Source: an optimization exercise on an open RTL-to-GDS flow (aim: small area). Production flows keep margins and buffers that such runs may drop.
Function was checked by simulation only, so behaviour that the tests miss may differ from the original.
Power and IR drop assume default switching activity.

==> flow/design.v <==
`timescale 1ns / 1ps
module fifo #(
    parameter DATA_WIDTH = 8,
    parameter DEPTH_EXP = 8,
    parameter WRITE_WHEN_FULL = 1
) (
    input clk,
    input resetn,
    input in_tvalid,
    output in_tready,
    input [DATA_WIDTH-1:0] in_tdata,
    input in_tlast,
    output out_tvalid,
    input out_tready,
    output [DATA_WIDTH-1:0] out_tdata,
    output out_tlast,
    output [DEPTH_EXP-1:0] num_free,
    output [DEPTH_EXP-1:0] num_used
);
    reg [DATA_WIDTH - 1:0] mem [0: 2**DEPTH_EXP - 1];
    reg tlast [0:2**DEPTH_EXP - 1];
    reg [DEPTH_EXP - 1:0] top;
    reg [DEPTH_EXP - 1:0] bottom;
    assign num_used = top - bottom;
    assign num_free = 2**DEPTH_EXP - num_used - 1;
    assign in_tready = num_free > 0 || WRITE_WHEN_FULL;
    assign out_tvalid = num_used > 0;
    assign out_tdata = mem[bottom];
    assign out_tlast = tlast[bottom];
    always @(posedge clk)
    begin
        if (!resetn)
        begin
            top <= 0;
            bottom <= 0;
        end
        else
        begin
            if (in_tvalid && in_tready)
            begin
                mem[top] <= in_tdata;
                tlast[top] <= in_tlast;
                top <= top + 1;
                if (!num_free)
                    bottom <= bottom + 1;
            end
            if (out_tvalid && out_tready)
            begin
                bottom <= bottom + 1;
            end
        end
    end
endmodule
module axi_lite_split (
    input clk,
    input resetn,
    input         s_awvalid,
    output        s_awready,
    input  [6:0]  s_awaddr,
    input         s_wvalid,
    output        s_wready,
    input  [31:0] s_wdata,
    output        s_bvalid,
    input         s_bready,
    output [1:0]  s_bresp,
    input         s_arvalid,
    output        s_arready,
    input  [6:0]  s_araddr,
    output        s_rvalid,
    input         s_rready,
    output [31:0] s_rdata,
    output [1:0]  s_rresp,
    output [2:0]  m_awvalid,
    input  [2:0]  m_awready,
    output [4:0]  m_awaddr,
    output [2:0]  m_wvalid,
    input  [2:0]  m_wready,
    output [31:0] m_wdata,
    input  [2:0]  m_bvalid,
    output [2:0]  m_bready,
    input  [5:0]  m_bresp,
    output [2:0]  m_arvalid,
    input  [2:0]  m_arready,
    output [4:0]  m_araddr,
    input  [2:0]  m_rvalid,
    output [2:0]  m_rready,
    input  [95:0] m_rdata,
    input  [5:0]  m_rresp
);
    reg aw_full;
    reg w_full;
    reg [6:0] aw_addr;
    reg [31:0] w_data;
    reg aw_sent;
    reg w_sent;
    reg ar_full;
    reg [6:0] ar_addr;
    reg ar_sent;
    wire [1:0] wsel = aw_addr[6:5];
    wire [1:0] rsel = ar_addr[6:5];
    wire wr_unmapped = (wsel == 2'd3);
    wire rd_unmapped = (rsel == 2'd3);
    wire wr_ready_to_issue = aw_full && w_full && !wr_unmapped;
    wire rd_ready_to_issue = ar_full && !rd_unmapped;
    assign s_awready = !aw_full;
    assign s_wready = !w_full;
    assign s_arready = !ar_full;
    genvar i;
    generate
        for (i = 0; i < 3; i = i + 1)
        begin : port
            assign m_awvalid[i] = wr_ready_to_issue && !aw_sent && (wsel == i);
            assign m_wvalid[i] = wr_ready_to_issue && !w_sent && (wsel == i);
            assign m_bready[i] = aw_sent && w_sent && s_bready && (wsel == i);
            assign m_arvalid[i] = rd_ready_to_issue && !ar_sent && (rsel == i);
            assign m_rready[i] = ar_sent && s_rready && (rsel == i);
        end
    endgenerate
    assign m_awaddr = aw_addr[4:0];
    assign m_wdata = w_data;
    assign m_araddr = ar_addr[4:0];
    wire sel_bvalid = (wsel == 2'd0) ? m_bvalid[0] : (wsel == 2'd1) ? m_bvalid[1] : m_bvalid[2];
    wire [1:0] sel_bresp = (wsel == 2'd0) ? m_bresp[1:0] : (wsel == 2'd1) ? m_bresp[3:2] : m_bresp[5:4];
    wire sel_rvalid = (rsel == 2'd0) ? m_rvalid[0] : (rsel == 2'd1) ? m_rvalid[1] : m_rvalid[2];
    wire [31:0] sel_rdata = (rsel == 2'd0) ? m_rdata[31:0] : (rsel == 2'd1) ? m_rdata[63:32] : m_rdata[95:64];
    wire [1:0] sel_rresp = (rsel == 2'd0) ? m_rresp[1:0] : (rsel == 2'd1) ? m_rresp[3:2] : m_rresp[5:4];
    assign s_bvalid = wr_unmapped ? (aw_full && w_full) : (aw_sent && w_sent && sel_bvalid);
    assign s_bresp = wr_unmapped ? 2'b11 : sel_bresp;
    assign s_rvalid = rd_unmapped ? ar_full : (ar_sent && sel_rvalid);
    assign s_rdata = rd_unmapped ? 32'h0 : sel_rdata;
    assign s_rresp = rd_unmapped ? 2'b11 : sel_rresp;
    wire aw_issue = |(m_awvalid & m_awready);
    wire w_issue = |(m_wvalid & m_wready);
    wire ar_issue = |(m_arvalid & m_arready);
    always @(posedge clk)
    begin
        if (!resetn)
        begin
            aw_full <= 0;
            w_full <= 0;
            aw_sent <= 0;
            w_sent <= 0;
            ar_full <= 0;
            ar_sent <= 0;
        end
        else
        begin
            if (s_awvalid && s_awready)
            begin
                aw_full <= 1;
                aw_addr <= s_awaddr;
            end
            if (s_wvalid && s_wready)
            begin
                w_full <= 1;
                w_data <= s_wdata;
            end
            if (aw_issue)
                aw_sent <= 1;
            if (w_issue)
                w_sent <= 1;
            if (s_bvalid && s_bready)
            begin
                aw_full <= 0;
                w_full <= 0;
                aw_sent <= 0;
                w_sent <= 0;
            end
            if (s_arvalid && s_arready)
            begin
                ar_full <= 1;
                ar_addr <= s_araddr;
            end
            if (ar_issue)
                ar_sent <= 1;
            if (s_rvalid && s_rready)
            begin
                ar_full <= 0;
                ar_sent <= 0;
            end
        end
    end
endmodule
module axi_esdi_cmd_controller #(
    parameter DATA_SETUP = 6,  
    parameter ACK_TO_NREQ = 6,  
    parameter BIT_TIMEOUT = 10_000_00  
) (
    input csr_aclk,
    input csr_aresetn,
    input csr_awvalid,
    output csr_awready,
    input [4:0] csr_awaddr,
    input [2:0] csr_awprot,
    input csr_wvalid,
    output csr_wready,
    input [31:0] csr_wdata,
    input [3:0] csr_wstrb,
    output reg csr_bvalid,
    input csr_bready,
    output reg [1:0] csr_bresp,
    input csr_arvalid,
    output csr_arready,
    input [4:0] csr_araddr,
    input [2:0] csr_arprot,
    output reg csr_rvalid,
    input csr_rready,
    output reg [31:0] csr_rdata,
    output reg [1:0] csr_rresp,
    output reg esdi_transfer_req,
    output reg esdi_command_data,
    input esdi_transfer_ack,
    input esdi_confstat_data,
    input esdi_command_complete,
    input esdi_attention,
    input esdi_ready,
    input esdi_drive_selected,
    output reg [2:0] esdi_drive_select,
    output reg [3:0] esdi_head_select
);
    reg write_addr_valid;
    reg write_data_valid;
    reg [4:0] write_addr;
    reg [31:0] write_data;
    assign csr_awready = !write_addr_valid;
    assign csr_wready = !write_data_valid;
    assign csr_arready = !csr_rvalid || csr_rready;
    reg [31:0] control_register;
    reg buffered_data_out_valid;
    reg [31:0] buffered_data_out;
    reg buffered_data_in_valid;
    reg [31:0] buffered_data_in;
    reg [2:0] state;
    reg reading;
    reg [5:0] bit_count;
    reg [31:0] cycle_count;
    reg [16:0] data_out;     
    reg is_query;            
    reg [16:0] data_in;
    reg [2:0] esdi_transfer_ack_shift;
    reg [2:0] esdi_confstat_data_shift;
    reg [2:0] esdi_command_complete_shift;
    reg [2:0] esdi_attention_shift;
    reg [2:0] esdi_ready_shift;
    reg [2:0] esdi_drive_selected_shift;
    always @(posedge csr_aclk)
    begin
        if (!csr_aresetn)
        begin
            esdi_transfer_req <= 1;
            esdi_command_data <= 1;
            state <= 0;
            buffered_data_out_valid <= 0;
            buffered_data_in_valid <= 0;
            buffered_data_in <= 0;
            esdi_drive_select <= 0;
            esdi_head_select <= 0;
            esdi_transfer_ack_shift <= 0;
            esdi_confstat_data_shift <= 0;
            esdi_command_complete_shift <= 0;
            esdi_attention_shift <= 0;
            esdi_ready_shift <= 0;
            esdi_drive_selected_shift <= 0;
            write_addr_valid <= 0;
            write_data_valid <= 0;
            csr_bvalid <= 0;
            csr_rvalid <= 0;
        end
        else
        begin
            cycle_count <= cycle_count + 1;
            esdi_transfer_ack_shift <= {esdi_transfer_ack, esdi_transfer_ack_shift[2:1]};
            esdi_confstat_data_shift <= {esdi_confstat_data, esdi_confstat_data_shift[2:1]};
            esdi_command_complete_shift <= {esdi_command_complete, esdi_command_complete_shift[2:1]};
            esdi_attention_shift <= {esdi_attention, esdi_attention_shift[2:1]};
            esdi_ready_shift <= {esdi_ready, esdi_ready_shift[2:1]};
            esdi_drive_selected_shift <= {esdi_drive_selected, esdi_drive_selected_shift[2:1]};
            if (state == 0)
            begin
                if (buffered_data_out_valid)
                begin
                    buffered_data_out_valid <= 0;
                    data_out <= {buffered_data_out[15:0], ~^buffered_data_out[15:0]};
                    is_query <= buffered_data_out[16];
                    state <= 1;
                    reading <= 0;
                    bit_count <= 0;
                    cycle_count <= 0;
                end
                esdi_transfer_req <= 1;
                esdi_command_data <= 1;
            end
            else if (state == 1)
            begin
                if (cycle_count == 0)
                begin
                    if (!reading)
                    begin
                        esdi_command_data <= !data_out[16];
                        data_out <= data_out << 1;
                    end
                    bit_count <= bit_count + 1;
                end
                else if (cycle_count == DATA_SETUP)
                begin
                    esdi_transfer_req <= 0;
                    state <= 2;
                    cycle_count <= 0;
                end
            end
            else if (state == 2)
            begin
                if (!esdi_transfer_ack_shift[0])
                begin
                    state <= 3;
                    cycle_count <= 0;
                    if (reading)
                    begin
                        data_in <= {data_in[15:0], !esdi_confstat_data_shift[0]};
                    end
                end
                else if (cycle_count == BIT_TIMEOUT)
                begin
                    state <= 0;
                    if (is_query)
                    begin
                        buffered_data_in_valid <= 1;
                        buffered_data_in <= {15'h1, 17'h0};
                    end
                end
            end
            else if (state == 3)
            begin
                if (cycle_count == ACK_TO_NREQ)
                begin
                    esdi_transfer_req <= 1;
                    state <= 4;
                    cycle_count <= 0;
                end
            end
            else if (state == 4)
            begin
                if (esdi_transfer_ack_shift[0])
                begin
                    if (bit_count == 17)
                    begin
                        if (is_query)
                        begin
                            if (!reading)
                            begin
                                state <= 1;
                                reading <= 1;
                                bit_count <= 0;
                                cycle_count <= 0;
                            end
                            else
                            begin
                                state <= 0;
                                buffered_data_in_valid <= 1;
                                buffered_data_in <= {15'h0, (~^data_in[16:1] != data_in[0]), data_in[16:1]};
                            end
                        end
                        else
                        begin
                            state <= 0;
                        end
                    end
                    else
                    begin
                        state <= 1;
                        cycle_count <= 0;
                    end
                end
                else if (cycle_count == BIT_TIMEOUT)
                begin
                    state <= 0;
                    if (is_query)
                    begin
                        buffered_data_in_valid <= 1;
                        buffered_data_in <= {15'h1, 17'h0};
                    end
                end
            end
            if (csr_bready)
                csr_bvalid <= 0;
            if (csr_rready)
                csr_rvalid <= 0;
            if (csr_awvalid && csr_awready)
            begin
                write_addr_valid <= 1;
                write_addr <= csr_awaddr;
            end
            if (csr_wvalid && csr_wready)
            begin
                write_data_valid <= 1;
                write_data <= csr_wdata;
            end
            if (write_addr_valid && write_data_valid && (!csr_bvalid || csr_bready))
            begin
                write_addr_valid <= 0;
                write_data_valid <= 0;
                case (write_addr[4:2])
                    0 : control_register <= write_data;
                    1 : begin
                        buffered_data_out_valid <= 1;
                        buffered_data_out <= write_data;
                    end
                    2 : esdi_drive_select <= write_data[2:0];
                    3 : esdi_head_select <= write_data[3:0];
                endcase
                csr_bvalid <= 1;
                csr_bresp <= 2'b00;
            end
            if (csr_arvalid && (!csr_rvalid || csr_rready))
            begin
                case (csr_araddr[4:2])
                    0 : csr_rdata <= {30'h0, buffered_data_in_valid, buffered_data_out_valid};
                    1 : begin
                        csr_rdata <= buffered_data_in;
                        buffered_data_in_valid <= 0;
                    end
                    2 : csr_rdata <= {29'h0, esdi_drive_select};
                    3 : csr_rdata <= {28'h0, esdi_head_select};
                    4 : csr_rdata <= {28'h0, esdi_drive_selected_shift[0], esdi_command_complete_shift[0], esdi_attention_shift[0], esdi_ready_shift[0]};
                endcase
                csr_rvalid <= 1;
                csr_rresp <= 2'b00;
            end
        end
    end
endmodule
module axi_esdi_sector_timing (
    input csr_aclk,
    input csr_aresetn,
    input csr_awvalid,
    output csr_awready,
    input [4:0] csr_awaddr,
    input [2:0] csr_awprot,
    input csr_wvalid,
    output csr_wready,
    input [31:0] csr_wdata,
    input [3:0] csr_wstrb,
    output reg csr_bvalid,
    input csr_bready,
    output reg [1:0] csr_bresp,
    input csr_arvalid,
    output csr_arready,
    input [4:0] csr_araddr,
    input [2:0] csr_arprot,
    output reg csr_rvalid,
    input csr_rready,
    output reg [31:0] csr_rdata,
    output reg [1:0] csr_rresp,
    input esdi_index,
    input esdi_sector,
    output reg esdi_read_gate,
    output reg esdi_address_mark_enable
);
    reg write_addr_valid;
    reg write_data_valid;
    reg [4:0] write_addr;
    reg [31:0] write_data;
    assign csr_awready = !write_addr_valid;
    assign csr_wready = !write_data_valid;
    assign csr_arready = !csr_rvalid || csr_rready;
    reg [4:0] index_shift_reg;
    reg [4:0] sector_shift_reg;
    reg [31:0] control_register;
    reg [31:0] address_assert;
    reg [31:0] address_deassert;
    reg [31:0] data_area_assert;
    reg [31:0] data_area_deassert;
    reg [31:0] cycle_count;
    reg [15:0] sector_counter;
    reg [15:0] next_sector_counter;
    reg [31:0] next_ame_countdown;       
    reg sector_reached;
    wire enable;
    wire soft_reset;
    wire read_address_area;
    wire read_data_areas;
    wire read_without_tasking;
    wire soft_sector_enable;
    assign enable = control_register[0];
    assign soft_reset = control_register[1];
    assign read_address_area = control_register[2];
    assign read_data_areas = control_register[3];
    assign read_without_tasking = control_register[4];
    assign soft_sector_enable = control_register[5];
    reg task_write_valid;
    wire task_write_ready;
    reg [15:0] task_write_data;
    wire buffered_task_valid;
    wire [15:0] buffered_task_data;
    wire [6:0] tasks_pending;
    wire [5:0] fifo_num_used;
    assign tasks_pending = {1'b0, fifo_num_used};
    reg current_task_valid;
    reg [15:0] current_task_data;
    reg [15:0] max_sector_seen;
    wire filtered_esdi_index =  (index_shift_reg[1] && index_shift_reg[2]) ||
                                (index_shift_reg[1] && index_shift_reg[3]) ||
                                (index_shift_reg[2] && index_shift_reg[3]);
    wire filtered_esdi_sector = (sector_shift_reg[1] && sector_shift_reg[2]) ||
                                (sector_shift_reg[1] && sector_shift_reg[3]) ||
                                (sector_shift_reg[2] && sector_shift_reg[3]);
    fifo #(16, 6, 0) tasking_fifo (
        .clk            (csr_aclk),
        .resetn         (!(!csr_aresetn || soft_reset)),
        .in_tvalid      (task_write_valid),
        .in_tready      (task_write_ready),
        .in_tdata       (task_write_data),
        .in_tlast       (1'b0),
        .out_tvalid     (buffered_task_valid),
        .out_tready     (enable && !current_task_valid),
        .out_tdata      (buffered_task_data),
        .out_tlast      (),
        .num_free       (),
        .num_used       (fifo_num_used)
    );
    always @(posedge csr_aclk)
    begin
        if (!csr_aresetn)
        begin
            esdi_read_gate <= 0;
            esdi_address_mark_enable <= 0;
            index_shift_reg <= 5'b11111;
            sector_shift_reg <= 5'b11111;
            next_ame_countdown <= 0;
            sector_reached <= 0;
            max_sector_seen <= 16'hffff;
            cycle_count <= 0;
            sector_counter <= 0;
            address_assert <= 0;
            address_deassert <= 0;
            data_area_assert <= 0;
            data_area_deassert <= 0;
            control_register <= 32'b0000;
            task_write_valid <= 0;
            current_task_valid <= 0;
            write_addr_valid <= 0;
            write_data_valid <= 0;
            csr_bvalid <= 0;
            csr_rvalid <= 0;
        end
        else
        begin
            index_shift_reg <= {esdi_index, index_shift_reg[4:2], filtered_esdi_index};
            sector_shift_reg <= {esdi_sector, sector_shift_reg[4:2], filtered_esdi_sector};
            if (task_write_ready)
                task_write_valid <= 0;
            if (enable)
            begin
                if (soft_sector_enable && (next_ame_countdown == 0))
                begin
                    esdi_address_mark_enable <= 1;
                end
                if (next_ame_countdown)
                    next_ame_countdown <= next_ame_countdown - 1;
                if (buffered_task_valid && !current_task_valid)
                begin
                    current_task_valid <= 1;
                    current_task_data <= buffered_task_data;
                end
                cycle_count <= cycle_count + 1;
                if (index_shift_reg[0] && !filtered_esdi_index)
                begin
                    cycle_count <= 0;
                    max_sector_seen <= sector_counter;
                    if (!soft_sector_enable)
                    begin
                        sector_counter <= 0;
                        sector_reached <= 0;
                        if (current_task_valid && (current_task_data == 0))
                        begin
                            sector_reached <= 1;
                            current_task_valid <= 0;
                        end
                    end
                    else
                        sector_counter <= 16'hFFFF;
                end
                if (sector_shift_reg[0] && !filtered_esdi_sector)
                begin
                    cycle_count <= 0;
                    next_sector_counter = sector_counter + 1;
                    sector_counter <= next_sector_counter;
                    sector_reached <= 0;
                    if (current_task_valid && (current_task_data == next_sector_counter))
                    begin
                        sector_reached <= 1;
                        current_task_valid <= 0;
                    end
                    esdi_address_mark_enable <= 0;
                    next_ame_countdown <= data_area_deassert;
                end
                if ((cycle_count == address_assert) && read_address_area && (read_without_tasking || sector_reached))
                    esdi_read_gate <= 1;
                if (cycle_count == address_deassert)
                    esdi_read_gate <= 0;
                if ((cycle_count == data_area_assert) && read_data_areas && (read_without_tasking || sector_reached))
                    esdi_read_gate <= 1;
                if (cycle_count == data_area_deassert)
                    esdi_read_gate <= 0;
            end
            else
            begin
                esdi_read_gate <= 0;
                esdi_address_mark_enable <= 0;
                next_ame_countdown <= 0;
                sector_reached <= 0;
            end
            if (soft_reset)
            begin
                task_write_valid <= 0;
                current_task_valid <= 0;
            end
            if (csr_bready)
                csr_bvalid <= 0;
            if (csr_rready)
                csr_rvalid <= 0;
            if (csr_awvalid && csr_awready)
            begin
                write_addr_valid <= 1;
                write_addr <= csr_awaddr;
            end
            if (csr_wvalid && csr_wready)
            begin
                write_data_valid <= 1;
                write_data <= csr_wdata;
            end
            if (write_addr_valid && write_data_valid && (!csr_bvalid || csr_bready))
            begin
                write_addr_valid <= 0;
                write_data_valid <= 0;
                case (write_addr[4:2])
                    0 : control_register <= write_data;
                    2 : address_assert <= write_data;            
                    3 : address_deassert <= write_data;
                    4 : data_area_assert <= write_data;
                    5 : data_area_deassert <= write_data;
                    6 : begin
                        task_write_valid <= 1;
                        task_write_data <= write_data[15:0];
                    end
                endcase
                csr_bvalid <= 1;
                csr_bresp <= 2'b00;
            end
            if (csr_arvalid && (!csr_rvalid || csr_rready))
            begin
                case (csr_araddr[4:2])
                    0 : csr_rdata <= control_register;
                    1 : csr_rdata <= {30'b0, current_task_valid, task_write_valid};
                    2 : csr_rdata <= address_assert;
                    3 : csr_rdata <= address_deassert;
                    4 : csr_rdata <= data_area_assert;
                    5 : csr_rdata <= data_area_deassert;
                    6 : csr_rdata <= {25'b0, tasks_pending};
                    7 : csr_rdata <= {16'h0000, max_sector_seen};
                endcase
                csr_rvalid <= 1;
                csr_rresp <= 2'b00;
            end
        end
    end
endmodule
module axi_esdi_read_datapath #(
    parameter MAX_BYTES_PER_PACKET = 2048
) (
    input csr_aclk,
    input csr_aresetn,
    input parallel_aclk,
    input parallel_aresetn,
    input sector_aclk,
    input sector_aresetn,
    input csr_awvalid,
    output csr_awready,
    input [4:0] csr_awaddr,
    input [2:0] csr_awprot,
    input csr_wvalid,
    output csr_wready,
    input [31:0] csr_wdata,
    input [3:0] csr_wstrb,
    output reg csr_bvalid,
    input csr_bready,
    output reg [1:0] csr_bresp,
    input csr_arvalid,
    output csr_arready,
    input [4:0] csr_araddr,
    input [2:0] csr_arprot,
    output reg csr_rvalid,
    input csr_rready,
    output reg [31:0] csr_rdata,
    output reg [1:0] csr_rresp,
    input esdi_read_gate,
    input esdi_read_data,
    input esdi_read_clock,
    input gate_for_header,
    input gate_for_data,
    output reg parallel_tvalid,
    input parallel_tready,
    output reg [7:0] parallel_tdata,
    output reg parallel_tlast,
    output reg sector_tvalid,
    input sector_tready,
    output reg [7:0] sector_tdata
);
    reg write_addr_valid;
    reg write_data_valid;
    reg [4:0] write_addr;
    reg [31:0] write_data;
    assign csr_awready = !write_addr_valid;
    assign csr_wready = !write_data_valid;
    assign csr_arready = !csr_rvalid || csr_rready;
    reg [2:0] read_data_shift_reg;
    reg [2:0] read_clock_shift_reg;
    reg [31:0] control_register;
    reg [7:0] internal_clocks_per_bit;
    wire enable;
    wire decode_sectors;
    wire ignore_gate;
    wire use_internal_clock;
    assign enable = control_register[0];
    assign decode_sectors = control_register[1];
    assign ignore_gate = control_register[2];
    assign use_internal_clock = control_register[3];
    wire sample_pulse;
    reg [3:0] bit_count;
    reg internal_clock;
    reg [7:0] internal_clock_count;
    reg new_bit;
    reg new_bit_valid;
    reg [7:0] data_in;
    reg [15:0] byte_count;
    reg new_byte_valid;
    reg new_byte_is_last;
    reg [7:0] new_byte;
    reg pending_valid;
    reg pending_is_last;
    reg [7:0] pending_data;
    reg overflow;
    assign sample_pulse = (use_internal_clock) ? internal_clock : (!read_clock_shift_reg[0] && read_clock_shift_reg[1]);
    always @(posedge csr_aclk)
    begin
        if (!csr_aresetn)
        begin
            control_register <= {28'h0, 4'b0010};
            internal_clocks_per_bit <= 4;
            read_clock_shift_reg <= 3'b000;
            read_data_shift_reg <= 3'b000;
            data_in <= 0;
            new_bit <= 0;
            new_bit_valid <= 0;
            bit_count <= 0;
            internal_clock <= 0;
            internal_clock_count <= 0;
            byte_count <= 0;
            new_byte_valid <= 0;
            new_byte_is_last <= 0;
            pending_valid <= 0;
            pending_is_last <= 0;
            parallel_tvalid <= 0;
            sector_tvalid <= 0;
            overflow <= 0;
            write_addr_valid <= 0;
            write_data_valid <= 0;
            csr_bvalid <= 0;
            csr_rvalid <= 0;
        end
        else
        begin
            read_data_shift_reg <= {esdi_read_data, read_data_shift_reg[2:1]};
            read_clock_shift_reg <= {esdi_read_clock, read_clock_shift_reg[2:1]};
            if (parallel_tready)
                parallel_tvalid <= 0;
            if (sector_tready)
                sector_tvalid <= 0;
            internal_clock <= 0;
            new_bit_valid <= 0;
            new_byte_valid <= 0;
            if (enable)
            begin
                if (sample_pulse && (esdi_read_gate || ignore_gate))
                begin
                    new_bit_valid <= 1;
                    new_bit <= read_data_shift_reg[0];
                end
                if (internal_clock_count == internal_clocks_per_bit - 1)
                begin
                    internal_clock_count <= 0;
                    internal_clock <= 1;
                end
                else
                begin
                    internal_clock_count <= internal_clock_count + 1;
                end
                if (new_bit_valid)
                begin
                    data_in <= {data_in[6:0], new_bit};
                    if (bit_count == 7)
                    begin
                        bit_count <= 0;
                        new_byte_valid <= 1;
                        new_byte_is_last <= 0;
                        new_byte <= {data_in[6:0], new_bit};
                    end
                    else
                    begin
                        bit_count <= bit_count + 1;
                    end
                end
                if (pending_valid && (new_byte_valid || pending_is_last))
                begin
                    pending_valid <= 0;
                    parallel_tvalid <= 1;
                    parallel_tdata <= pending_data;
                    if (parallel_tvalid && !parallel_tready)
                        overflow <= 1; 
                    if ((byte_count == MAX_BYTES_PER_PACKET - 1) || pending_is_last)
                    begin
                        byte_count <= 0;
                        parallel_tlast <= 1;
                    end
                    else
                    begin
                        byte_count <= byte_count + 1;
                        parallel_tlast <= 0;
                    end
                end
                if (new_byte_valid)
                begin
                    pending_valid <= 1;
                    pending_data <= new_byte;
                    pending_is_last <= new_byte_is_last;
                end
                if (!esdi_read_gate && !ignore_gate && !new_bit_valid)
                begin
                    if (bit_count != 0)
                    begin
                        bit_count <= 0;
                        new_byte_valid <= 1;
                        new_byte_is_last <= 1;
                        new_byte <= data_in;
                    end
                    else
                    begin
                        pending_is_last <= 1;
                    end
                end
            end
            if (csr_bready)
                csr_bvalid <= 0;
            if (csr_rready)
                csr_rvalid <= 0;
            if (csr_awvalid && csr_awready)
            begin
                write_addr_valid <= 1;
                write_addr <= csr_awaddr;
            end
            if (csr_wvalid && csr_wready)
            begin
                write_data_valid <= 1;
                write_data <= csr_wdata;
            end
            if (write_addr_valid && write_data_valid && (!csr_bvalid || csr_bready))
            begin
                write_addr_valid <= 0;
                write_data_valid <= 0;
                case (write_addr[4:2])
                    0 : control_register <= write_data;
                    1 : internal_clocks_per_bit <= write_data[7:0];
                    2 : overflow <= write_data[0];
                endcase
                csr_bvalid <= 1;
                csr_bresp <= 2'b00;
            end
            if (csr_arvalid && (!csr_rvalid || csr_rready))
            begin
                case (csr_araddr[4:2])
                    0 : csr_rdata <= control_register;
                    1 : csr_rdata <= {24'h0, internal_clocks_per_bit};
                    2 : csr_rdata <= {31'h0, overflow};
                endcase
                csr_rvalid <= 1;
                csr_rresp <= 2'b00;
            end
        end
    end
endmodule
module esdi_interface (
    input         clk,
    input         resetn,
    input         s_awvalid,
    output        s_awready,
    input  [6:0]  s_awaddr,
    input         s_wvalid,
    output        s_wready,
    input  [31:0] s_wdata,
    output        s_bvalid,
    input         s_bready,
    output [1:0]  s_bresp,
    input         s_arvalid,
    output        s_arready,
    input  [6:0]  s_araddr,
    output        s_rvalid,
    input         s_rready,
    output [31:0] s_rdata,
    output [1:0]  s_rresp,
    output        parallel_tvalid,
    input         parallel_tready,
    output [7:0]  parallel_tdata,
    output        parallel_tlast,
    output        esdi_transfer_req,
    output        esdi_command_data,
    input         esdi_transfer_ack,
    input         esdi_confstat_data,
    input         esdi_index,
    input         esdi_sector,
    output        esdi_read_gate,
    input         esdi_read_clock,
    input         esdi_read_data,
    input         esdi_attention,
    input         esdi_ready,
    input         esdi_command_complete,
    input         esdi_drive_selected,
    output [3:0]  esdi_head_select,
    output [2:0]  esdi_drive_select,
    output        esdi_address_mark_enable
);
    wire [2:0]  m_awvalid;
    wire [2:0]  m_awready;
    wire [4:0]  m_awaddr;
    wire [2:0]  m_wvalid;
    wire [2:0]  m_wready;
    wire [31:0] m_wdata;
    wire [2:0]  m_bvalid;
    wire [2:0]  m_bready;
    wire [5:0]  m_bresp;
    wire [2:0]  m_arvalid;
    wire [2:0]  m_arready;
    wire [4:0]  m_araddr;
    wire [2:0]  m_rvalid;
    wire [2:0]  m_rready;
    wire [95:0] m_rdata;
    wire [5:0]  m_rresp;
    axi_lite_split csr_split (
        .clk        (clk),
        .resetn     (resetn),
        .s_awvalid  (s_awvalid),
        .s_awready  (s_awready),
        .s_awaddr   (s_awaddr),
        .s_wvalid   (s_wvalid),
        .s_wready   (s_wready),
        .s_wdata    (s_wdata),
        .s_bvalid   (s_bvalid),
        .s_bready   (s_bready),
        .s_bresp    (s_bresp),
        .s_arvalid  (s_arvalid),
        .s_arready  (s_arready),
        .s_araddr   (s_araddr),
        .s_rvalid   (s_rvalid),
        .s_rready   (s_rready),
        .s_rdata    (s_rdata),
        .s_rresp    (s_rresp),
        .m_awvalid  (m_awvalid),
        .m_awready  (m_awready),
        .m_awaddr   (m_awaddr),
        .m_wvalid   (m_wvalid),
        .m_wready   (m_wready),
        .m_wdata    (m_wdata),
        .m_bvalid   (m_bvalid),
        .m_bready   (m_bready),
        .m_bresp    (m_bresp),
        .m_arvalid  (m_arvalid),
        .m_arready  (m_arready),
        .m_araddr   (m_araddr),
        .m_rvalid   (m_rvalid),
        .m_rready   (m_rready),
        .m_rdata    (m_rdata),
        .m_rresp    (m_rresp)
    );
    wire esdi_transfer_reqn;
    wire esdi_command_datan;
    assign esdi_transfer_req = !esdi_transfer_reqn;
    assign esdi_command_data = !esdi_command_datan;
    axi_esdi_cmd_controller cmd_controller (
        .csr_aclk       (clk),
        .csr_aresetn    (resetn),
        .csr_awvalid    (m_awvalid[0]),
        .csr_awready    (m_awready[0]),
        .csr_awaddr     (m_awaddr),
        .csr_awprot     (3'b000),
        .csr_wvalid     (m_wvalid[0]),
        .csr_wready     (m_wready[0]),
        .csr_wdata      (m_wdata),
        .csr_wstrb      (4'hf),
        .csr_bvalid     (m_bvalid[0]),
        .csr_bready     (m_bready[0]),
        .csr_bresp      (m_bresp[1:0]),
        .csr_arvalid    (m_arvalid[0]),
        .csr_arready    (m_arready[0]),
        .csr_araddr     (m_araddr),
        .csr_arprot     (3'b000),
        .csr_rvalid     (m_rvalid[0]),
        .csr_rready     (m_rready[0]),
        .csr_rdata      (m_rdata[31:0]),
        .csr_rresp      (m_rresp[1:0]),
        .esdi_transfer_req      (esdi_transfer_reqn),
        .esdi_command_data      (esdi_command_datan),
        .esdi_transfer_ack      (esdi_transfer_ack),
        .esdi_confstat_data     (esdi_confstat_data),
        .esdi_command_complete  (esdi_command_complete),
        .esdi_attention         (esdi_attention),
        .esdi_ready             (esdi_ready),
        .esdi_drive_selected    (esdi_drive_selected),
        .esdi_drive_select      (esdi_drive_select),
        .esdi_head_select       (esdi_head_select)
    );
    axi_esdi_sector_timing sector_timing (
        .csr_aclk       (clk),
        .csr_aresetn    (resetn),
        .csr_awvalid    (m_awvalid[1]),
        .csr_awready    (m_awready[1]),
        .csr_awaddr     (m_awaddr),
        .csr_awprot     (3'b000),
        .csr_wvalid     (m_wvalid[1]),
        .csr_wready     (m_wready[1]),
        .csr_wdata      (m_wdata),
        .csr_wstrb      (4'hf),
        .csr_bvalid     (m_bvalid[1]),
        .csr_bready     (m_bready[1]),
        .csr_bresp      (m_bresp[3:2]),
        .csr_arvalid    (m_arvalid[1]),
        .csr_arready    (m_arready[1]),
        .csr_araddr     (m_araddr),
        .csr_arprot     (3'b000),
        .csr_rvalid     (m_rvalid[1]),
        .csr_rready     (m_rready[1]),
        .csr_rdata      (m_rdata[63:32]),
        .csr_rresp      (m_rresp[3:2]),
        .esdi_index             (esdi_index),
        .esdi_sector            (esdi_sector),
        .esdi_read_gate         (esdi_read_gate),
        .esdi_address_mark_enable (esdi_address_mark_enable)
    );
    axi_esdi_read_datapath read_datapath (
        .parallel_aclk          (clk),
        .parallel_aresetn       (resetn),
        .sector_aclk            (clk),
        .sector_aresetn         (resetn),
        .csr_aclk       (clk),
        .csr_aresetn    (resetn),
        .csr_awvalid    (m_awvalid[2]),
        .csr_awready    (m_awready[2]),
        .csr_awaddr     (m_awaddr),
        .csr_awprot     (3'b000),
        .csr_wvalid     (m_wvalid[2]),
        .csr_wready     (m_wready[2]),
        .csr_wdata      (m_wdata),
        .csr_wstrb      (4'hf),
        .csr_bvalid     (m_bvalid[2]),
        .csr_bready     (m_bready[2]),
        .csr_bresp      (m_bresp[5:4]),
        .csr_arvalid    (m_arvalid[2]),
        .csr_arready    (m_arready[2]),
        .csr_araddr     (m_araddr),
        .csr_arprot     (3'b000),
        .csr_rvalid     (m_rvalid[2]),
        .csr_rready     (m_rready[2]),
        .csr_rdata      (m_rdata[95:64]),
        .csr_rresp      (m_rresp[5:4]),
        .esdi_read_gate         (esdi_read_gate),
        .esdi_read_data         (esdi_read_data),
        .esdi_read_clock        (esdi_read_clock),
        .gate_for_header        (1'b0),
        .gate_for_data          (1'b0),
        .parallel_tvalid        (parallel_tvalid),
        .parallel_tready        (parallel_tready),
        .parallel_tdata         (parallel_tdata),
        .parallel_tlast         (parallel_tlast),
        .sector_tvalid          (),
        .sector_tready          (1'b1),
        .sector_tdata           ()
    );
endmodule
==> flow/run.sh <==
#!/bin/bash
# synth_recipe.tcl (not shown) runs the flow's synth.tcl, then flattens the netlist and writes it again
# the make line also repeats each setting of config.mk as NAME=value (left out here)
make -C /OpenROAD-flow-scripts/flow DESIGN_CONFIG=/design/flow/config.mk WORK_HOME=/design/flow/orfs CLKGATE_MAP_FILE= SYNTH_SCRIPT=/design/flow/synth_recipe.tcl finish
==> flow/config.mk <==
export PLATFORM = sky130hd
export DESIGN_NAME = esdi_interface
export DESIGN_NICKNAME = esdi_interface
export VERILOG_FILES = /design/flow/design.v
export SDC_FILE = /design/flow/constraint.sdc
export NUM_CORES = 4
export LEC_CHECK = 0
export CAP_MARGIN = 20
export CORE_MARGIN = 2
export CORE_UTILIZATION = 45
export PLACE_DENSITY = 0.6
export SLEW_MARGIN = 20
==> flow/constraint.sdc <==
create_clock -name core_clock -period 8.0 [get_ports {clk}]
set_input_delay 1.6000 -clock core_clock [delete_from_list [all_inputs] [get_ports {clk}]]
set_output_delay 1.6000 -clock core_clock [all_outputs]
set_load 0.01 [all_outputs]
==> run summary <==
# TYPE chip_impl_metric gauge
chip_impl_metric{name="final_cell_count_no_fill",unit=""} 7566
chip_impl_metric{name="finalNetCount",unit=""} 5303
chip_impl_metric{name="layout.core_utilization",unit=""} 0.5144
chip_impl_metric{name="cellLeakagePower",unit="nW"} 27.85
chip_impl_metric{name="htree_num_levels",unit=""} 4
chip_impl_metric{name="post-route-drc-count",unit=""} 0
chip_impl_metric{name="layout.area.seq",unit="sq um"} 51180
chip_impl_metric{name="post_synthesis_simple_gate_area_fraction",unit=""} 0.08860
chip_impl_metric{name="dp_cells",unit=""} 7216
chip_impl_metric{name="power_report.internal_total",unit="mW"} 15.42
chip_impl_metric{name="routed-via-count",unit=""} 42570
chip_impl_metric{name="num_io_pins",unit=""} 126
chip_impl_metric{name="average_footprint_of_a_synthesized_cell",unit="sq um"} 14.71
chip_impl_metric{name="fillers",unit=""} 13750
chip_impl_metric{name="power.density",unit="nW/um^2"} 228.6
chip_impl_metric{name="yosys-mux-area-fraction",unit=""} 0.1166
chip_impl_metric{name="drive_above_1_share",unit=""} 0.1523
chip_impl_metric{name="final.min_clock_period",unit="ns"} 4.732
chip_impl_metric{name="finClkSkew",unit="ns"} 0.05636
chip_impl_metric{name="floorplan.die.width",unit="um"} 411.3
chip_impl_metric{name="multi_input_gate_area_in_the_final_layout",unit="sq um"} 22190
chip_impl_metric{name="power.switching",unit="mW"} 3.956
chip_impl_metric{name="synth.yosys.warnings",unit=""} 5
chip_impl_metric{name="clk_path_buf_depth",unit=""} 3
chip_impl_info{name="dominant_combinational_cell_family_by_area_after_synthesis",value="multiplexers"} 1
chip_impl_metric{name="adder_cell_share_of_the_synthesized_area",unit=""} 0.003888
chip_impl_metric{name="synth-edff-count",unit=""} 1400
chip_impl_metric{name="ctsResizeCount",unit=""} 0
chip_impl_metric{name="post-cts-setup-buffer-count",unit=""} 0
chip_impl_info{name="outcome",value="complete, no violations"} 1
chip_impl_metric{name="postLayoutSetupSlackWorst",unit="ns"} 3.268
chip_impl_metric{name="drtIter0Drc",unit=""} 4087
chip_impl_metric{name="setup_total_negative_slack",unit="ns"} 0
chip_impl_metric{name="final_hold_viol_count",unit=""} 0
chip_impl_info{name="dominantRegCellSynth",value="sky130_fd_sc_hd__edfxtp_1"} 1
chip_impl_info{name="worstPathCellList",value="buf_4 > nor2b_2 > buf_4 > nand2_1 > o21ai_0 > clkdlybuf4s50_1"} 1
chip_impl_info{name="critical_path_slowest_stage_cell",value="sky130_fd_sc_hd__clkdlybuf4s50_1"} 1
chip_impl_metric{name="grt_first_pass_wirelength",unit="um"} 266700
chip_impl_metric{name="number_of_flip_flops_in_the_largest_register",unit=""} 1024
chip_impl_metric{name="postSynthRegisterBits",unit=""} 1856
chip_impl_info{name="timing.critical_path.to_type",value="output pin"} 1
chip_impl_metric{name="clock_insertion_delay_worst_skew",unit="ns"} 0.83
chip_impl_metric{name="io_buffer_count",unit=""} 121
chip_impl_metric{name="grt_remaining_overflow",unit=""} 0
chip_impl_metric{name="std_cell_rows",unit=""} 149
chip_impl_metric{name="dpl.hpwl",unit="um"} 114300
chip_impl_metric{name="worst_setup_hold_path_clk_slew",unit="ns"} 0.06
chip_impl_info{name="cts_tree",value="yes"} 1
chip_impl_metric{name="postSynthCellCount",unit=""} 5074
chip_impl_metric{name="area.growth.synth_to_final",unit="%"} 13.56
chip_impl_metric{name="async_flop_share",unit=""} 0
chip_impl_metric{name="max-vdd-ir-drop",unit="uV"} 220.1
chip_impl_metric{name="drt_pass1_iterations",unit=""} 6
chip_impl_metric{name="dp_worst_setup_slack",unit="ns"} 3.211
chip_impl_metric{name="slew_violations",unit=""} 0
chip_impl_metric{name="first_global_vias",unit=""} 41750
chip_impl_info{name="rsz0062_at_grt",value="no"} 1
chip_impl_info{name="top_register",value="sector_timing.tasking_fifo.mem"} 1
chip_impl_metric{name="cts_buffers",unit=""} 188
chip_impl_metric{name="avgRoutedWirePerCell",unit="um"} 23.32
chip_impl_metric{name="synth_xor_area_frac",unit=""} 0.03543
chip_impl_metric{name="grt_start_max_net_pins",unit=""} 126
chip_impl_metric{name="route.detailed.vias_per_inst",unit=""} 5.627
chip_impl_metric{name="fp.dieArea",unit="sq um"} 169200
chip_impl_metric{name="pwr-share-comb",unit=""} 0.015
chip_impl_metric{name="final_cycle_utilization_of_the_critical_path",unit=""} 0.5915
chip_impl_info{name="layout.cells.most_common_list",value="sky130_fd_sc_hd__edfxtp_1 (1400), sky130_fd_sc_hd__nand2_1 (598), sky130_fd_sc_hd__dfxtp_1 (453)"} 1
chip_impl_info{name="setup.worst_path.start_class",value="flip-flop"} 1
chip_impl_metric{name="required",unit="ns"} 6.40
chip_impl_info{name="timing_worst_setup_path_type",value="reg2out"} 1
chip_impl_metric{name="worstPathArrival",unit="ns"} 3.13
chip_impl_info{name="clk_root_buffer_cell",value="sky130_fd_sc_hd__clkbuf_16"} 1
chip_impl_info{name="most_common_cell_after_layout_fill_and_taps_aside",value="sky130_fd_sc_hd__edfxtp_1"} 1
chip_impl_metric{name="cts.sinks",unit=""} 1856
chip_impl_metric{name="die_h",unit="um"} 411.3
chip_impl_metric{name="grt_antenna_before_repair",unit=""} 2
chip_impl_info{name="crit_top_cell",value="sky130_fd_sc_hd__buf_4"} 1
chip_impl_metric{name="setup_violations",unit=""} 0
chip_impl_metric{name="power.sequential.fraction",unit=""} 0.534
chip_impl_metric{name="swShare",unit=""} 0.2041
chip_impl_metric{name="critical_path.max_stage_delay",unit="ns"} 0.61
chip_impl_metric{name="core-area",unit="sq um"} 164800
chip_impl_metric{name="routed_wl",unit="um"} 176400
chip_impl_metric{name="maxSlewHeadroom",unit=""} 0.1862
chip_impl_metric{name="synth.cell_area",unit="sq um"} 74650
chip_impl_info{name="worstHoldPathType",value="reg2reg"} 1
chip_impl_metric{name="antenna_cells",unit=""} 0
chip_impl_metric{name="critPathMaxFanout",unit=""} 38
chip_impl_metric{name="syn_nets",unit=""} 5159
chip_impl_metric{name="cts_hold_repair.buffers",unit=""} 0
chip_impl_metric{name="p_total",unit="mW"} 19.38
chip_impl_metric{name="globalRouteTotalUtil",unit=""} 0.2074
chip_impl_metric{name="gp_congestion",unit=""} 0.8819
chip_impl_metric{name="crit_buf_inv",unit=""} 3
chip_impl_metric{name="tightest_slew",unit="ns"} 1.216
chip_impl_metric{name="drv_cap",unit=""} 0
chip_impl_metric{name="synth_compound_area_frac",unit=""} 0.05092
chip_impl_metric{name="clkPwrFrac",unit=""} 0.450
chip_impl_metric{name="detail-route-antenna-nets",unit=""} 0
chip_impl_metric{name="maxClockFrequency",unit="GHz"} 0.2113
chip_impl_metric{name="start_util",unit=""} 0.4530
chip_impl_metric{name="synth_sequential_area_ratio",unit=""} 0.6854
chip_impl_info{name="crit_family",value="buffers and inverters"} 1
chip_impl_metric{name="yosysUniqueCellTypes",unit=""} 78
## power by group through the flow
stage	Sequential (mW)	Combinational, mW	Clock [mW]
after floorplan	10.5	0.179	0
after global placement	10.6	0.289	0
after detailed placement	10.6	0.293	0
after CTS	10.4	0.295	8.91
after global routing	10.4	0.321	9.28
final	10.4	0.294	8.73
## cell type report
cell class | count | share of cell area
inverters | 51 | 0.002376
multi-input cells | 2859 | 0.2617
flip-flops and latches | 1856 | 0.6037
clock buffers | 242 | 0.05896
well taps | 2189 | 0.03231
repair buffers | 262 | 0.02723
clock inverters | 107 | 0.01367
## path summary, 6_finish.rpt
kind	from	to	slack (ns)	depth (start not counted)
worst min register to register	sector_timing.index_shift_reg[4]	sector_timing.index_shift_reg[3]	0.38	1
worst min-delay path	sector_timing.index_shift_reg[4]	sector_timing.index_shift_reg[3]	0.38	1
worst max register to register	sector_timing.tasking_fifo.top[0]	sector_timing.tasking_fifo.mem[39][8]	3.57	11
worst max-delay path	csr_split.ar_addr[5]	s_rdata[3]	3.27	6
## cell usage after synthesis, types with 47 or more instances
cell	count	share of area
sky130_fd_sc_hd__mux2i_1	124	0.017
sky130_fd_sc_hd__a22oi_1	47	0.0047
sky130_fd_sc_hd__nand2_1	599	0.030
sky130_fd_sc_hd__xnor2_1	122	0.014
sky130_fd_sc_hd__clkbuf_1	233	0.012
sky130_fd_sc_hd__o21ai_0	110	0.0074
sky130_fd_sc_hd__dfxtp_1	456	0.12
sky130_fd_sc_hd__inv_1	49	0.0025
sky130_fd_sc_hd__xor2_1	180	0.021
sky130_fd_sc_hd__and2_1	109	0.0091
sky130_fd_sc_hd__nor2_1	343	0.017
sky130_fd_sc_hd__nand3_1	81	0.0054
sky130_fd_sc_hd__a21oi_1	310	0.021
sky130_fd_sc_hd__edfxtp_1	1400	0.56
sky130_fd_sc_hd__mux4_2	320	0.097
sky130_fd_sc_hd__nor4_1	58	0.0049
sky130_fd_sc_hd__nand4_1	50	0.0042
## per-layer routing
metal,part of all wire,track usage
met2,0.46,0.3215
met3,0.062,0.03204
met5,0,0
met4,0.031,0.06922
met1,0.45,0.3003
## logic make-up (layout without fill, tap and decap cells)
| logic type | count (synthesis) | count (layout) |
|---|---|---|
| xor gates and xnor gates | 302 | 302 |
| adders and majority gates | 23 | 23 |
| buffers and inverters | 359 | 662 |
| and+or+nand+nor | 1436 | 1436 |
| muxes | 467 | 467 |
| DFF | 1856 | 1856 |
| AOI/OAI and AO/OA | 631 | 631 |
## per-stage QoR
stage               hold WS (ns)  cell area [sq um]
finish                    0.3845              84770
floorplan                 0.3863              74650
global placement          0.3944              78580
global route              0.4073              84770
CTS                       0.3853              84750
detailed placement        0.3965              78590

-- separate check: timing with driven ports --
The results above use ideal ports. As a check the final layout listed here was re-extracted and re-timed, cells and wires unchanged. Step 1: set_driving_cell puts a clkbuf_16 on clk and a buf_2 on each other input, an assumption about the parent block. Step 2 adds t to the input delays and takes it off the output delays; t is the mean of the earliest and latest rising clock arrival at the registers after step 1. Input paths then give back, and output paths get back, about the clock's delay inside the block. Slacks: no drivers / after step 1 / after step 2; pairs: no drivers / after step 1.
shift t [ns]: 0.883
slack for setup (ns): 3.268 / 3.186 / 3.153
cell pins on the clock port's net: 1
After both steps this run still meets setup and hold. The setup slack of this run moves by -0.082 ns with the drivers and by -0.115 ns with both steps.
